What follows belongs to an exercise in optimizing a design on an open flow for small area and a short achievable clock period; a production flow would make more cautious choices.
In this exercise RTL edits were held to simulation tests only and were not proved equivalent to the original.
Power is estimated from default activity; no workload was simulated.

## flow/design.v (module list and top-level ports; edited modules follow where they fit)
// module CannyEdge: 1066 lines
module CannyEdge(dAddrRegRow, dAddrRegCol, bWE, bCE, InData, OutData,
	OPMode, bOPEnable, dReadReg, dWriteReg, clk, rst_b);
  // ...
==> flow/run.sh <==
#!/bin/bash
# synth_recipe.tcl (not shown) runs the flow's synth.tcl, then flattens the netlist and writes it again
# the make line also repeats each setting of config.mk as NAME=value (left out here)
make -C /OpenROAD-flow-scripts/flow DESIGN_CONFIG=/design/flow/config.mk WORK_HOME=/design/flow/orfs CLKGATE_MAP_FILE= SYNTH_SCRIPT=/design/flow/synth_recipe.tcl finish
==> flow/config.mk <==
export PLATFORM = sky130hd
export DESIGN_NAME = CannyEdge
export DESIGN_NICKNAME = CannyEdge
export VERILOG_FILES = /design/flow/design.v
export SDC_FILE = /design/flow/constraint.sdc
export NUM_CORES = 4
export LEC_CHECK = 0
export CAP_MARGIN = 20
export CORE_MARGIN = 2
export CORE_UTILIZATION = 55
export PLACE_DENSITY = 0.7
export SETUP_SLACK_MARGIN = 5
export SLEW_MARGIN = 20
==> flow/constraint.sdc <==
create_clock -name core_clock -period 10.0 [get_ports {clk}]
set_input_delay 2.0000 -clock core_clock [delete_from_list [all_inputs] [get_ports {clk}]]
set_output_delay 2.0000 -clock core_clock [all_outputs]
set_load 0.01 [all_outputs]
==> flow_summary.toml, run 1 <==
[outcome]
status = "no timing/DRC/antenna violations"

[floorplan]
fp.dieW_um = 222.2

[synthesis]
synth-seq-area-share_pct = 37.24
synth_edf_count = 323
syn_inst = 2046
ys.flop_type = "edfxtp_1"
syn_area_sq_um = 26180
synth-simple-area-share_pct = 5.946

[timing]
setup_violations = 0
fin_skew_ns = 0.01539

[cts]
cts_resized = 0
clock_path_buffers = 3

[worst_setup_path]
crit_buf_inv = 2
crit_chain = "clkdlybuf4s50_1 -> nor3b_2 -> nand3_1 -> nor2_1 -> inv_1 -> o31ai_2"
arrival_ns = 4.79

[global_routing]
use_met3_pct = 10.19
grt_usage_pct = 29.99
grt.overflow.total = 0
antenna_found_initial = 2

[drt]
firstDrtPassIters = 5
drtIter0Drc = 1879
wl_met1_um = 26320
met3_wirelength_um = 8773
wl_per_cell_um = 25.97

[pwr]
combPwrFrac_pct = 6.3
p_clk_uw = 1330
p_seq_share_pct = 49.7
power.switching_uw = 668.6
vdd_drop_max_mv = 0.1021

[cells_and_area]
fin_cells = 2725
n_all_buffers = 54
dominant_cells = "multi-input combinational cells"

[placement]
dp_cells = 2663
==> run 2: changes to the inputs <==
==> flow/flow/run.sh (new file) <==
#!/bin/bash
# Standard layout with two changes:
#  - after the standard synthesis, flow/polarity.py removes inverters between
#    full adders (a full adder is self-dual, so an adder can be implemented in
#    its inverted form); registers and all other cells are untouched;
#  - timing repair aims at a setup slack margin of MARGIN ns, and the port
#    buffers are plain buffers instead of the delay cell buffer_ports picks.
set -euo pipefail
MARGIN=5
R=orfs/results/sky130hd/CannyEdge/base
bash standard.sh synth > log_synth.txt 2>&1
cp $R/1_2_yosys.v $R/1_2_yosys_std.v
python3 flow/polarity.py $R/1_2_yosys_std.v $R/1_2_yosys.v > log_polarity.txt 2>&1
rm -f $R/1_synth.odb $R/1_synth.sdc
bash standard.sh SETUP_SLACK_MARGIN=$MARGIN "BUFFER_PORTS_ARGS=-buffer_cell sky130_fd_sc_hd__buf_2" finish > log_finish.txt 2>&1
==> flow/flow/polarity.py (new file) <==
#!/usr/bin/env python3
# Full-adder polarity clean-up on a Yosys netlist of sky130 cells.
# A full adder is self-dual: FA(~a,~b,~c) = (~cout, ~sum). Yosys's extract_fa
# picks input/output inversions freely, which leaves many inverters between
# adders. This pass chooses, for each fa cell, whether to implement it in the
# inverted form, so that as few signals as possible need an inverter, and then
# rebuilds the inverters (one per signal that needs the inverted polarity).
# Registers and all other cells are left as they are.
# usage: polarity.py in.v out.v
import re, sys, random

OUTPINS = {"X", "Y", "Q", "Q_N", "SUM", "COUT", "HI", "LO"}
src = open(sys.argv[1]).read()
cell_re = re.compile(r"^  (sky130_fd_sc_hd__\w+) (\S+)\s+\((.*?)\n  \);\n", re.S | re.M)
pin_re = re.compile(r"\.(\w+)\(([^()]*)\)")

cells = []
for m in cell_re.finditer(src):
    pins = [(p, n.strip()) for p, n in pin_re.findall(m.group(3))]
    cells.append([m.group(1), m.group(2), pins, m.start(), m.end()])

def is_inv(t):
    return t in ("sky130_fd_sc_hd__inv_1", "sky130_fd_sc_hd__clkinv_1")
def is_fa(t):
    return t.startswith("sky130_fd_sc_hd__fa_")

inv_of = {}       # inverter output net -> input net
for c in cells:
    if is_inv(c[0]):
        d = dict(c[2])
        inv_of[d["Y"]] = d["A"]
drv = {}          # net -> cell index (non-inverter drivers)
for i, c in enumerate(cells):
    if is_inv(c[0]):
        continue
    for p, n in c[2]:
        if p in OUTPINS:
            drv[n] = i

def root(n):
    par = 0
    seen = 0
    while n in inv_of:
        n = inv_of[n]; par ^= 1; seen += 1
        if seen > 100:
            raise SystemExit("inverter loop")
    return n, par

# consumers of each root: list of (cell index, pin, parity)
cons = {}
ext_inv_roots = set()
for i, c in enumerate(cells):
    if is_inv(c[0]):
        continue
    for p, n in c[2]:
        if p in OUTPINS:
            continue
        r, par = root(n)
        cons.setdefault(r, []).append((i, p, par))
# inverter outputs that are not consumed by any cell (e.g. ports) keep their inverters
consumed = set()
for c in cells:
    for p, n in c[2]:
        if p not in OUTPINS:
            consumed.add(n)
port_nets = set()
for m in re.finditer(r"^\s*output\s+(?:\[(\d+):(\d+)\]\s+)?(\S+);", src, re.M):
    if m.group(1):
        for b in range(int(m.group(2)), int(m.group(1)) + 1):
            port_nets.add("%s[%d]" % (m.group(3), b))
    else:
        port_nets.add(m.group(3))
for n in inv_of:
    if n in port_nets:
        raise SystemExit("inverter drives a port; not handled")

fa_idx = [i for i, c in enumerate(cells) if is_fa(c[0])]
f = {i: 0 for i in fa_idx}
def fl(i):
    return f.get(i, 0)
def root_cost(r):
    fd = fl(drv[r]) if r in drv else 0
    return 1 if any(par ^ fl(ci) ^ fd for ci, p, par in cons.get(r, [])) else 0

# roots touched by each fa: its outputs and its inputs
touch = {}
for i in fa_idx:
    rs = set()
    for p, n in cells[i][2]:
        if p in OUTPINS:
            rs.add(n)
        else:
            rs.add(root(n)[0])
    touch[i] = rs
before = sum(root_cost(r) for r in cons)
improved = True
it = 0
while improved and it < 50:
    improved = False
    it += 1
    order = fa_idx[:]
    random.Random(it).shuffle(order)
    for i in order:
        rs = touch[i]
        c0 = sum(root_cost(r) for r in rs)
        f[i] ^= 1
        c1 = sum(root_cost(r) for r in rs)
        if c1 < c0:
            improved = True
        else:
            f[i] ^= 1
after = sum(root_cost(r) for r in cons)
sys.stderr.write("polarity: %d fa cells, %d flipped, inverted signals %d -> %d, old inverter cells %d\n"
                 % (len(fa_idx), sum(f.values()), before, after, len(inv_of)))

# rebuild connections
newconn = {}   # (cell index, pin) -> net
newinv = []
k = 0
for r, lst in cons.items():
    fd = fl(drv[r]) if r in drv else 0
    need = [(ci, p) for ci, p, par in lst if par ^ fl(ci) ^ fd]
    keep = [(ci, p) for ci, p, par in lst if not (par ^ fl(ci) ^ fd)]
    for ci, p in keep:
        newconn[(ci, p)] = r
    if need:
        k += 1
        nn = "_pol%d_" % k
        newinv.append((nn, r))
        for ci, p in need:
            newconn[(ci, p)] = nn

out = []
pos = 0
wire_decl = "".join("  wire %s;\n" % nn for nn, r in newinv)
for i, c in enumerate(cells):
    out.append(src[pos:c[3]])
    pos = c[4]
    if is_inv(c[0]):
        continue
    pins = []
    for p, n in c[2]:
        if p not in OUTPINS:
            n = newconn[(i, p)]
        pins.append("    .%s(%s)" % (p, n if not n.startswith("\\") else n + " "))
    nm = c[1] + " " if c[1].startswith("\\") else c[1]
    out.append("  %s %s (\n%s\n  );\n" % (c[0], nm, ",\n".join(pins)))
tail = src[pos:]
for j, (nn, r) in enumerate(newinv):
    tail_cell = "  sky130_fd_sc_hd__inv_1 _polinv%d_ (\n    .A(%s),\n    .Y(%s)\n  );\n" % (
        j + 1, r if not r.startswith("\\") else r + " ", nn)
    out.append(tail_cell)
out.append(tail)
res = "".join(out)
# declare the new wires after the module header
mh = re.search(r"^module [^;]*;\n", res, re.M | re.S)
res = res[:mh.end()] + wire_decl + res[mh.end():]
n_in = len(re.findall(r"^  sky130_fd_sc_hd__", src, re.M))
if n_in != len(cells):
    raise SystemExit("parsed %d of %d cells" % (len(cells), n_in))
open(sys.argv[2], "w").write(res)
==> flow/standard.sh (new file) <==
#!/bin/bash
# synth_recipe.tcl (not shown) runs the flow's synth.tcl, then flattens the netlist and writes it again
# the make line also repeats each setting of config.mk as NAME=value (left out here)
make -C /OpenROAD-flow-scripts/flow DESIGN_CONFIG=/design/flow/config.mk WORK_HOME=/design/flow/orfs CLKGATE_MAP_FILE= SYNTH_SCRIPT=/design/flow/synth_recipe.tcl "${@:-finish}"
--- a/flow/config.mk
+++ b/flow/config.mk
@@ -9,5 +9,4 @@
 export CORE_MARGIN = 2
 export CORE_UTILIZATION = 55
 export PLACE_DENSITY = 0.7
-export SETUP_SLACK_MARGIN = 5
 export SLEW_MARGIN = 20
removed: flow/run.sh
==> run 2 against run 1 <==
Compared with the run above: cell count decreased by 14%; setup slack improved by 0.28 ns; critical path depth increased by 4; clock power increased by 7%; combinational power decreased by 5%; sequential share of layout area increased by 2.0 points; register-to-register slack improved by 0.15 ns; synthesized cell count decreased by 18%; worst hold slack improved by 0.030 ns; global-route usage increased by 0.91 points; non-clock buffer count decreased by 3; highest routed layer is now met4.
==> flow_summary.toml, run 2 <==
[outcome]
status = "no timing/DRC/antenna violations"

[cells_and_area]
drive_gt1_share_pct = 11.25
fin_area_sq_um = 26900
syn2layout_area_growth_pct = 8.652
final_cell_mix = "382 x fa_1, 323 x edfxtp_1, 150 x ha_1, 149 x inv_1, 106 x nor2_1"
layout_commonest_cell = "fa_1"
top_regs = "x x200, gq x53"
nFillCells = 3343
finalNetCount = 2276
top_register = "x"
largest_reg_flops = 200
multi_input_area_sq_um = 14230
regArea_sq_um = 9749

[timing]
fin_ws_ns = 5.662
max_freq_ghz = 0.2305
worst_pin_slew_ns = 1.121
fin_skew_ns = 0.01872
finalMaxSlewViolations = 0
post-route-period-util_pct = 43.38
finalSetupTns_ns = 0
relSlewSlack_pct = 24.95
rsz0062_at_grt = "false"
setup_violations = 0
period_needed_ns = 4.338
final_hold_viol_count = 0

[cts]
cts_hold_buf = 0
cts_tree = "built"
clock_path_buffers = 3
post_cts_buffers = 0
cts_resized = 0
path_clk_slew_ns = 0.07
cts_sinks = 325
root_buffer = "clkbuf_16"
cts_made_buffers = 37
htreeDepth = 2
worstSkewPairLatency_ns = 0.57

[pwr]
power_density_nw_per_um2 = 115.2
p_leak_uw = 0.009899
vdd_drop_max_mv = 0.1265

[worst_setup_path]
required_ns = 10.18
crit_top_cell = "a21o_1"
path_class = "flop to flop"
crit_chain = "buf_4 -> mux4_1 -> ha_1 -> nand2b_1 -> a21o_1 -> a21o_1 -> a21oi_1 -> o21ai_1 -> nand2_1 -> o41ai_2"
critical_path.max_fanout = 24
slowest_stage = "o41ai_2"
cp_top_family = "compound AO/OA/AOI/OAI gates"
arrival_ns = 4.52
end_kind = "flop"
worstSetupStartpointType = "flop"
slowest_delay_ns = 0.99
crit_buf_inv = 1

[global_routing]
antenna_found_initial = 1
grt_max_degree = 54
grt_usage_pct = 30.90
grt.overflow.total = 0
grt_pass1_wl_um = 102700
grt_pass1_vias = 15860

[placement]
place_ws_ns = 5.336
dpl_cell_area_sq_um = 25610
dpl.hpwl_um = 53530
numPortBuffers = 37
globalplace.congestion = 0.9873

[drt]
viasPerCell = 6.290
drtIter0Drc = 1428
route.detailed.drc = 0
ant_nets = 0
wl_per_cell_um = 29.33
firstDrtPassIters = 5
vias = 14690
wirelength_um = 68520

[min_path]
hold_class = "flop to flop"

[floorplan]
rows = 77
die_area_sq_um = 46730
start_util_pct = 55.86
die_h_um = 216.2
fp.dieW_um = 216.2
io_pins = 38
coreArea_sq_um = 44320

[synthesis]
syn_area_sq_um = 24760
synth_nets = 2230
syn_inst = 1668
yosysWarnings = 3
avgSynthCellArea_sq_um = 14.84

[flow_run]
drv_cap = 0
[run 2: stage by stage]
step	utilization, %	std cells	total power [uW]	hold slack (ns)
finish	60.70	2336	3098	0.4552
global route	60.69	2334	3178	0.4594
CTS	60.63	2333	3106	0.4522
detailed placement	57.80	2266	1706	0.4280
global placement	57.80	2266	1701	0.4315
floorplan	-	1668	1639	0.4003
[run 2: routing by layer]
metal | global-route usage (%) | vias up | share of wire, %
met1 | 42.70 | 7601 | 38
met4 | 12.90 | 0 | 4.9
met2 | 46.62 | 926 | 45
met3 | 8.744 | 166 | 12
met5 | 0 | - | 0
li1 | - | 6001 | -
[run 2: path summary, 6_finish.rpt]
kind                       depth (start not counted)  slack (ns)  endpoint  startpoint
setup / recovery                                  10        5.66  x[11][7]       pd[1]
hold / removal                                     0        0.46     pd[1]      y6c[1]
setup reg to reg                                  10        5.66  x[11][7]       pd[1]
hold reg to reg                                    0        0.46     pd[1]      y6c[1]
max in group asynchronous                          1        8.66      S[1]       rst_b
min in group asynchronous                          1        1.23      S[0]       rst_b
[run 2: final cells by class]
class | count | share of cell area (%)
repair buffers | 51 | 1.070
well taps | 592 | 2.754
clock buffers | 41 | 3.498
flip-flops and latches | 325 | 36.24
multi-input cells | 1132 | 52.92
diodes | 2 | 0.01861
clock inverters | 26 | 1.167
inverters | 167 | 2.330
[run 2: power breakdown]
group / internal [uW] / switching (uW) / total [uW]
registers: 1490 / 4.11 / 1500
clock network: 840 / 578 / 1420
logic: 65.8 / 115 / 181
==> run 3: changes to the inputs <==
--- a/flow/flow/run.sh
+++ b/flow/flow/run.sh
@@ -6,7 +6,7 @@
 #  - timing repair aims at a setup slack margin of MARGIN ns, and the port
 #    buffers are plain buffers instead of the delay cell buffer_ports picks.
 set -euo pipefail
-MARGIN=5
+MARGIN=7
 R=orfs/results/sky130hd/CannyEdge/base
 bash standard.sh synth > log_synth.txt 2>&1
 cp $R/1_2_yosys.v $R/1_2_yosys_std.v
==> run 3 against run 2 <==
Compared with the run above: sequential cell count stayed put; combinational power is 45% higher; clock power hardly changed; synthesized cell count stayed put; wire length is 12% higher; utilization is 11 points higher; setup slack better by 0.40 ns; area after synthesis stayed put; worst hold slack worse by 0.017 ns; critical path type unchanged; critical endpoint is now Gy[9]; largest cell class unchanged.
==> flow_summary.toml, run 3 <==
[global_routing]
grt_pass1_wl_um = 113200
grt.overflow.total = 0
grt_pass1_vias = 17340
antenna_found_initial = 1
grt_usage_pct = 33.98
grt_max_degree = 54

[cells_and_area]
top_regs = "x x200, gq x53"
syn2layout_area_growth_pct = 27.62
finalNetCount = 2511
fin_area_sq_um = 31600
nFillCells = 2762
top_register = "x"
drive_gt1_share_pct = 38.76
diodes = 0
final_cell_mix = "323 x edfxtp_1, 255 x fa_1, 136 x inv_1, 134 x buf_4, 127 x fa_2"
largest_reg_flops = 200
utilization_pct = 71.30
fin_cells = 2571
layout_commonest_cell = "edfxtp_1"

[placement]
dpl.hpwl_um = 53790
globalplace.congestion = 0.9640
dp_cells = 2262
numPortBuffers = 37
dpl_cell_area_sq_um = 26570

[drt]
ant_nets = 0
wl_per_cell_um = 29.96
firstDrtPassIters = 7
drtIter0Drc = 2085
wirelength_um = 77040
route.detailed.drc = 0
viasPerCell = 6.279
vias = 16140

[cts]
cts_made_buffers = 39
cts_hold_buf = 0
htreeDepth = 2
cts_tree = "built"
root_buffer = "clkbuf_16"
clock_path_buffers = 3
path_clk_slew_ns = 0.06
worstSkewPairLatency_ns = 0.56
cts_sinks = 325

[worst_setup_path]
cp_top_family = "adder cells"
crit_top_cell = "fa_1"
worstSetupStartpointType = "flop"
end_kind = "flop"
crit_chain = "fa_1 -> fa_1 -> fa_2 -> ha_4 -> a21o_1 -> a21oi_2 -> o21ai_2 -> or4_4 -> a31oi_1 -> o21ai_1 -> xor2_1"
arrival_ns = 4.23
slowest_delay_ns = 0.64
required_ns = 10.29
slowest_stage = "fa_2"
crit_buf_inv = 0
critical_path.max_fanout = 2
path_class = "flop to flop"

[pwr]
p_clk_share_pct = 44.4
p_int_uw = 2426
combPwrFrac_pct = 8.3
power_density_nw_per_um2 = 100.2
vdd_drop_max_mv = 0.1048
p_seq_share_pct = 47.3
p_leak_uw = 0.01165
power.switching_uw = 741.8
switching_share_pct = 23.42

[timing]
fin_skew_ns = 0.01950
relSlewSlack_pct = 45.38
final_hold_viol_count = 0
setup_violations = 0
finalSetupTns_ns = 0
finalMaxSlewViolations = 0
max_freq_ghz = 0.2538
post-route-period-util_pct = 39.40
period_needed_ns = 3.940
rsz0062_at_grt = "true"
worst_pin_slew_ns = 0.8163

[synthesis]
synth_nets = 2230
syn_inst = 1668
yosysWarnings = 3
avgSynthCellArea_sq_um = 14.84
syn_area_sq_um = 24760

[outcome]
status = "no timing/DRC/antenna violations"

[floorplan]
io_pins = 38
fp.dieW_um = 216.2
start_util_pct = 55.86
rows = 77
die_h_um = 216.2
coreArea_sq_um = 44320
die_area_sq_um = 46730

[flow_run]
drv_cap = 0

[min_path]
hold_class = "flop to flop"
[run 3: metal layers]
metal	vias up	GRT usage (%)	wire length [um]
li1	6494	-	-
met1	8332	45.87	28350
met2	1073	52.91	35870
met3	245	8.604	8716
met4	0	14.89	4098
met5	-	0	0
[run 3: worst reg2reg max path, stage by stage (launching register included)]
cell and delay, ns:
edfxtp_1 0.46, fa_1 0.58, fa_1 0.47, fa_2 0.64, ha_4 0.22, a21o_1 0.18, a21oi_2 0.17, o21ai_2 0.11
or4_4 0.43, a31oi_1 0.16, o21ai_1 0.09, xor2_1 0.16
[run 3: final cells by class]
cell class | count | area (sq um) | share of cell area, %
inverter | 167 | 644.4 | 2.039
clock buffer | 51 | 1084 | 3.429
tap | 592 | 740.7 | 2.344
sequential | 325 | 9749 | 30.86
clock inverter | 20 | 163.9 | 0.5187
timing repair buffer | 284 | 3018 | 9.551
multi-input combinational | 1132 | 16200 | 51.26
[run 3: power by group through the flow]
stage	Combinational, uW	Sequential, uW	Clock (uW)
after floorplan	134	1530	0
after global placement	187	1530	0
after detailed placement	192	1530	0
after CTS	248	1500	1410
after global routing	277	1500	1470
final	263	1500	1410
[run 3: final timing paths]
check | from | endpoint | slack, ns | depth (start not counted)
max | x[0][1] | Gy[9] | 6.06 | 11
min | y6c[1] | pd[1] | 0.44 | 0
max reg2reg | x[0][1] | Gy[9] | 6.06 | 11
min reg2reg | y6c[1] | pd[1] | 0.44 | 0
max in group asynchronous | rst_b | S[1] | 8.59 | 2
min in group asynchronous | rst_b | S[0] | 1.32 | 2
[run 3: repair_timing]
item	4_1_cts	5_1_grt
setup endpoints to repair	434	354
setup buffers	194	31
pin swaps	131	59
gates resized for setup	245	99
gates cloned	13	0
[run 3: stage by stage]
step	total power, uW	hold slack (ns)	worst slack, ns
floorplan	1661	0.4003	5.380
global placement	1715	0.4322	5.390
detailed placement	1719	0.4260	5.338
CTS	3160	0.4351	6.161
global route	3243	0.4473	5.918
finish	3167	0.4384	6.060
==> run 4: changes to the inputs <==
--- a/flow/flow/run.sh
+++ b/flow/flow/run.sh
@@ -6,7 +6,7 @@
 #  - timing repair aims at a setup slack margin of MARGIN ns, and the port
 #    buffers are plain buffers instead of the delay cell buffer_ports picks.
 set -euo pipefail
-MARGIN=7
+MARGIN=6
 R=orfs/results/sky130hd/CannyEdge/base
 bash standard.sh synth > log_synth.txt 2>&1
 cp $R/1_2_yosys.v $R/1_2_yosys_std.v
==> run 4 against run 3 <==
Compared with the run above: still clean; total power increased by 1.0%; sequential power about the same; cell count shrank 7.5%; non-clock buffer count is 190 lower; clock skew is 0.0092 ns higher; global-route usage down 2.4 points; first-iteration DRC count decreased by 21%; via count down 8.0%; wire length down 8.5%; largest cell class unchanged.
==> flow_summary.toml, run 4 <==
[global_routing]
antenna_found_initial = 0
grt_pass1_wl_um = 104000
grt.overflow.total = 0
grt_pass1_vias = 15740
grt_usage_pct = 31.60
grt_max_degree = 54

[pwr]
total_power_uw = 3199
p_leak_uw = 0.01025
power_density_nw_per_um2 = 115.8
vdd_drop_max_mv = 0.1236

[cells_and_area]
layout_commonest_cell = "fa_1"
drive_gt1_share_pct = 15.85
finalNetCount = 2319
final_cell_mix = "379 x fa_1, 323 x edfxtp_1, 149 x inv_1, 147 x ha_1, 100 x nor2_1"
regArea_sq_um = 9749
largest_reg_flops = 200
top_regs = "x x200, gq x53"
multi_input_area_sq_um = 14540
nFillCells = 3349
syn2layout_area_growth_pct = 11.58
top_register = "x"

[worst_setup_path]
worstSetupStartpointType = "flop"
slowest_stage = "fa_1"
end_kind = "flop"
path_class = "flop to flop"
reg2reg_from = "x[0][1]"
crit_end = "Gy[9]"
critical_path.max_fanout = 2
crit_top_cell = "fa_1"
worstReg2RegEnd = "Gy[9]"
cp-startpoint = "x[0][1]"
arrival_ns = 4.30
ff2ff_setup_slack_ns = 5.99
required_ns = 10.30
slowest_delay_ns = 0.59
crit_chain = "fa_1 -> fa_1 -> fa_1 -> ha_1 -> a21o_1 -> a21oi_2 -> o21ai_1 -> or4_1 -> a31oi_2 -> o21ai_1 -> xor2_1"
r2r_cells = 11

[drt]
vias = 14850
ant_nets = 0
firstDrtPassIters = 5
wl_per_cell_um = 29.63
viasPerCell = 6.244
route.detailed.drc = 0
wirelength_um = 70490
drtIter0Drc = 1645

[cts]
cts_tree = "built"
clock_path_buffers = 3
cts_sinks = 325
worstSkewPairLatency_ns = 0.57
cts_hold_buf = 0
cts_made_buffers = 37
htreeDepth = 2
path_clk_slew_ns = 0.06
root_buffer = "clkbuf_16"

[timing]
period_needed_ns = 4.006
setup_violations = 0
final_hold_viol_count = 0
relSlewSlack_pct = 25.98
worst_pin_slew_ns = 1.102
fin_skew_ns = 0.02869
rsz0062_at_grt = "true"
finalMaxSlewViolations = 0
max_freq_ghz = 0.2496
finalSetupTns_ns = 0
post-route-period-util_pct = 40.06

[placement]
numPortBuffers = 37
dpl.hpwl_um = 54200
globalplace.congestion = 1.011

[floorplan]
rows = 77
start_util_pct = 55.86
fp.dieW_um = 216.2
die_area_sq_um = 46730
coreArea_sq_um = 44320
die_h_um = 216.2
io_pins = 38

[min_path]
hold_class = "flop to flop"
holdPathStages = 0

[synthesis]
avgSynthCellArea_sq_um = 14.84
syn_area_sq_um = 24760
synth_nets = 2230
yosysWarnings = 3
syn_inst = 1668

[outcome]
status = "no timing/DRC/antenna violations"

[flow_run]
drv_cap = 0
==> run 4: repair_timing <==
item / 4_1_cts / 5_1_grt
endpoints found under the setup margin: 31 / 179
setup buffers: 23 / 20
pin swaps: 0 / 12
resized for setup: 5 / 38
==> run 4: metal layers <==
layer | wire length (um) | vias up | GRT usage, % | share of wire [%]
met3 | 9296 | 178 | 10.74 | 13
met2 | 31750 | 979 | 47.28 | 45
met1 | 26340 | 7608 | 43.04 | 37
met4 | 3104 | 0 | 12.58 | 4.4
li1 | - | 6089 | - | -
met5 | 0 | - | 0 | 0
==> run 4: power breakdown <==
| part | switching [uW] | internal (uW) | leakage, uW |
|---|---|---|---|
| clock | 588 | 925 | 0.000654 |
| sequential | 3.81 | 1490 | 0.00279 |
| combinational | 120 | 68.0 | 0.00680 |
| total | 712 | 2490 | 0.0102 |
==> run 4: area by class of cell <==
cell class | instances | share of cell area, %
sequential | 325 | 35.29
multi-input combinational | 1132 | 52.64
antenna | 2 | 0.01812
clock inverter | 25 | 1.295
inverter | 167 | 2.269
clock buffer | 42 | 3.574
timing repair buffer | 94 | 2.233
tap | 592 | 2.681
==> run 4: worst min-delay path by stage <==
stage            from     to  slack (ns)
2_1_floorplan  y6c[1]  pd[1]        0.40
3_3_place_gp   y6c[1]  pd[1]        0.42
3_5_place_dp   y6c[1]  pd[1]        0.43
4_1_cts        y6c[1]  pd[1]        0.43
5_1_grt        y6c[1]  pd[1]        0.45
6_report       y6c[1]  pd[1]        0.42
==> run 4: per-stage QoR <==
stage | hold WS [ns] | cell area [sq um] | util [%] | std cells | worst slack, ns
after global placement | 0.4172 | 25670 | 57.93 | 2267 | 5.517
after floorplan | 0.4003 | 24850 | - | 1668 | 5.380
final | 0.4242 | 27620 | 62.33 | 2379 | 5.994
after CTS | 0.4269 | 27230 | 61.44 | 2357 | 5.908
after global routing | 0.4490 | 27620 | 62.32 | 2377 | 5.900
after detailed placement | 0.4266 | 25670 | 57.93 | 2267 | 5.431
==> run 4: critical path, delay by kind of cell, from the launching register on <==
| kind | cells | cell delay (ns) |
|---|---|---|
| AND/OR/NAND/NOR | 1 | 0.46 |
| adder cells (fa/ha/maj) | 4 | 1.88 |
| XOR/XNOR | 1 | 0.16 |
| AO/OA/AOI/OAI | 5 | 0.80 |
| flip-flops | 1 | 0.44 |

==> re-timing with driven ports <==
No port has a modelled driver above. Below, the same layouts with a new extraction and two added sets of constraints. Step 1, drivers: a clkbuf_16 drives clk and a buf_2 each remaining input, both assumed. Step 2 moves the port delays by t, midway between the first and last clock arrival at a register: inputs arrive t later, outputs are due t later. That takes back most of the time a late clock gives input paths. Slacks: ideal / step 1 / step 2; pairs: ideal / step 1.
run	t (ns)	setup slack, ns	worst setup path after step 2	worst register clock-pin slew, ns	worst data-port slew with drivers (ns)
run 1	0.596	5.384 / 5.390 / 4.794	input to register	0.07 / 0.07	0.11
run 2	0.618	5.662 / 5.662 / 5.192	input to register	0.07 / 0.07	0.09
run 3	0.607	6.060 / 6.060 / 6.060	register to register	0.07 / 0.07	0.08
run 4	0.613	5.994 / 5.994 / 5.503	input to register	0.07 / 0.07	0.08
After both steps every run listed still meets setup and hold. The setup slack of run 1, which loses most, moves by +0.006 ns with the drivers and by -0.590 ns with both steps.
